This design comes from an exercise in tuning for small area on the open sky130 flow, not from production work. RTL that was checked went through simulation tests only; none was proved equivalent to the original.

## boom_pro
module boom_pro(sw7,start,clk,led,seg,sw_input,row,seg_cat,btn6,buzzer,green,red);
clock: 20.0 ns
lec_check: 0
cap_margin: 20
core_margin: 2
core_utilization: 70
cts_buf_list: sky130_fd_sc_hd__clkbuf_8
slew_margin: 20
run.sh (not shown) runs the stock make flow with config.mk's settings and CLKGATE_MAP_FILE= SYNTH_SCRIPT=/design/flow/synth_recipe.tcl, a recipe that flattens the netlist after the stock synthesis.
The starting point passed the timing, DRC and antenna checks.
==> next run, changes <==
--- a/flow/design.v
+++ b/flow/design.v
@@ -1,17 +1,17 @@
 module debounce(btn,clk,btn_pulse);
     input btn,clk;
     output reg btn_pulse;
     reg [12:0] M;
     always @(posedge clk) begin
         if (btn == btn_pulse) begin
-            M <= 13'h01cc;
+            M <= 0;
         end
-        else if (&{M[12:4], M[2:0]}) begin
-            M <= 13'h01cc;
+        else if (M == 13'hd82 || M == 13'h1fff) begin
+            M <= 0;
             btn_pulse <= btn;
         end
         else begin
             M <= {M[11:0], ~(M[12] ^ M[3] ^ M[2] ^ M[0])};
         end
     end
 endmodule
@@ -450,15 +450,15 @@
             tcnt <= 0;
             oq <= 0;
             orr <= 0;
             di <= 0;
         end
         else if (gs2) begin
             if (di) begin
-                if (!(oq[4] && oq[2] && oq[1] && orr[3] && orr[2])) begin       
+                if (!(oq == 6'd22 && orr == 6'd12)) begin       
                     oq <= oq_inc;
                     orr <= orr_inc;
                 end
                 else begin
                     oq <= 0;
                     orr <= 0;
                     buzzer <= !buzzer;
@@ -496,15 +496,15 @@
                 oq <= 0;
                 orr <= 0;
                 tcnt <= 0;
                 buzzer <= 0;
             end
             else if (!note_end) begin
                 tcnt <= tcnt_nx;
-                if ((~{oq, orr} & tog) != 12'd0) begin    
+                if ({oq, orr} != tog) begin
                     oq <= oq_inc;
                     orr <= orr_inc;
                 end
                 else begin
                     oq <= 0;
                     orr <= 0;
                     buzzer <= !buzzer;
What happened:
- The new run finished with timing, DRC and antenna clean
- final area grows by a few percent
- worst setup slack gets better by 200 ps
- routed wire length grows by roughly a tenth
- non-clock buffer count grows by 1
- sequential share of layout area shrinks by 1.3 points
- fmax grows slightly
The RTL of the second run of this note was laid out without a check of its function.


== before ==
boom_pro, a different RTL version from the one above (not shown whole).
For scale: roughly 1,200 cells after synthesis, ~140 flip-flops, roughly 59 I/O pins, roughly 10,000 µm² of cells after synthesis.
clock: 20.0 ns
lec_check: 0
cap_margin: 20
core_margin: 2
core_utilization: 70
slew_margin: 20
standard.sh (not shown) runs the stock make flow with config.mk's settings and CLKGATE_MAP_FILE= SYNTH_SCRIPT=/design/flow/synth_recipe.tcl, a recipe that flattens the netlist after the stock synthesis.
==> flow/flow/run.sh <==
#!/bin/bash
# The standard layout (the standard.sh: ORFS synthesis to final layout)
# with two changes: the port buffers that global placement inserts are
# buf_1 cells, and clock tree synthesis uses clkbuf_8 cells (root and leaf
# buffers) and no dummy loads. standard.sh's output goes to standard.log;
# ORFS keeps each step's log under orfs/logs.
set -euo pipefail
export BUFFER_PORTS_ARGS="-buffer_cell sky130_fd_sc_hd__buf_1"
export CTS_ARGS="-sink_clustering_enable -repair_clock_nets -dont_use_dummy_load -buf_list sky130_fd_sc_hd__clkbuf_8 -root_buf sky130_fd_sc_hd__clkbuf_8"
bash standard.sh > standard.log 2>&1
Inputs modified between before and after:
diff --git a/flow/design.v b/flow/design.v
--- a/flow/design.v
+++ b/flow/design.v
@@ -470,71 +470,71 @@
             buzzer <= 0;
         else if ((beep || play) && hit)
             buzzer <= !buzzer;
         if (!sw7 || (beep && tend_di))
             di <= 0;
         else if (gs2 && !di && !ms_wait)
             di <= 1;
     end
     assign row = ~(8'd1 << cnt);
     always @(posedge clk) begin
         if (!sw7)
-            fc <= 5'd9;
+            fc <= 5'd0;
         else if (gs0 || gs1)
             fc <= 5'b10000;
         else if (gs2) begin
             if (leave_times == 5'd0 || leave_times >= 5'd16)
                 fc <= 5'b10000;
             else if (leave_times >= 5'd11)
                 fc <= fc | 5'b10001;
             else if (leave_times >= 5'd6)
                 fc <= fc | 5'b10010;
             else if (leave_times >= 5'd2)
                 fc <= fc | 5'b10100;
             else
                 fc <= fc | 5'b11000;
         end
         else if (first3)
-            fc <= success ? 5'd0 : 5'd11;
+            fc <= success ? 5'd1 : 5'd11;
         else if (success) begin
             if (sech == 6'd63)
-                fc <= 5'd0;
+                fc <= 5'd1;
             else if (sech < 6'd18)
-                fc <= {1'b0, sech[4:1]};
+                fc <= {1'b0, sech[4:1]} + 5'd1;
             else if (sech >= 6'd20 && sech <= 6'd24 || sech >= 6'd30 && sech <= 6'd34)
                 fc <= 5'd10;
             else
-                fc <= 5'd9;
+                fc <= 5'd0;
         end
         else begin
             if (sech <= 6'd9 || sech == 6'd63) fc <= 5'd11;
             else                               fc <= 5'd12;
         end
     end
     reg [7:0] heart, jia, you, rows;
     always @(*) begin
         case (cnt)
             3'd0: heart = 8'h00; 3'd1: heart = 8'h66; 3'd5: heart = 8'h7e;
             3'd6: heart = 8'h3c; 3'd7: heart = 8'h18; default: heart = 8'hff;
         endcase
         case (cnt)
             3'd1: jia = 8'h40; 3'd2: jia = 8'hf7; 3'd6: jia = 8'h57;
             3'd3, 3'd4, 3'd5: jia = 8'h55; default: jia = 8'h00;
         endcase
         case (cnt)
             3'd0: you = 8'h00; 3'd1: you = 8'hc4; 3'd2: you = 8'h04; 3'd3: you = 8'hdf;
             3'd4: you = 8'h15; 3'd5: you = 8'h1f; 3'd6: you = 8'h55; default: you = 8'h9f;
         endcase
         case (fc[3:0])
-            4'd0: rows = 8'b00000011; 4'd1: rows = 8'b00000111; 4'd2: rows = 8'b00001110;
-            4'd3: rows = 8'b00011100; 4'd4: rows = 8'b00111000; 4'd5: rows = 8'b01110000;
-            4'd6: rows = 8'b11100000; 4'd7: rows = 8'b11000000; 4'd8: rows = 8'b10000000;
+            4'd1: rows = 8'b00000011; 4'd2: rows = 8'b00000111; 4'd3: rows = 8'b00001110;
+            4'd4: rows = 8'b00011100; 4'd5: rows = 8'b00111000; 4'd6: rows = 8'b01110000;
+            4'd7: rows = 8'b11100000; 4'd8: rows = 8'b11000000; 4'd9: rows = 8'b10000000;
             4'd10: rows = 8'b11111111; default: rows = 8'b00000000;
         endcase
     end
     wire bomb_on = !(cnt[2] == 1'b0 && fc[cnt[1:0]]);       
     wire [7:0] bomb = (cnt == 3'd5 || cnt == 3'd6) ? 8'h24 : 8'h18;
     assign red = fc[4] ? (bomb_on ? bomb : 8'h00) :
                  fc[3:0] == 4'd11 ? jia : fc[3:0] == 4'd12 ? you :
                  rows[cnt] ? heart : 8'h00;
     assign green = (fc[4] && !cnt[2] && bomb_on) ? 8'h18 : 8'h00;
 endmodule
==> notes.md <==
after | status: complete | timing, DRC, antenna: pass
NOTE first-pass GRT wire length before->after increased by a few percent
Overall die height, after vs before: up slightly
Compared after vs before, and global-route usage is up in after.
before has higher signed area change from the synthesized netlist to the final layout than after.
Post-detailed-routing wire length delta (after − before): unfavourable

afterwards: timing with drivers on the ports:
How much do the figures lean on ideal ports? The routed layouts below were timed once more, with nothing changed but the port constraints.
Step 1 assumes that a clkbuf_16 drives the clock port and a buf_2 every other input.
Step 2, shift: input delay + t, output delay - t, t = (earliest + latest rising clock arrival at the registers) / 2. This alone moves slack from input paths to output paths.
a / b / c = ideal / step 1 / step 2; a / b = the first two.
run | t (ns) | slack for setup (ns) | hold slack, ns | worst setup path at the end
the first run of note 1 | 0.500 | 4.473 / 4.473 / 4.473 | 0.451 / 0.451 / 0.451 | register to register
the second run of note 1 | 0.500 | 4.671 / 4.671 / 4.671 | 0.457 / 0.457 / 0.457 | register to register
before | 0.476 | 4.946 / 4.946 / 4.946 | 0.436 / 0.436 / 0.436 | register to register
after | 0.494 | 4.754 / 4.754 / 4.754 | 0.431 / 0.431 / 0.431 | register to register
After both steps every run listed still meets setup and hold.
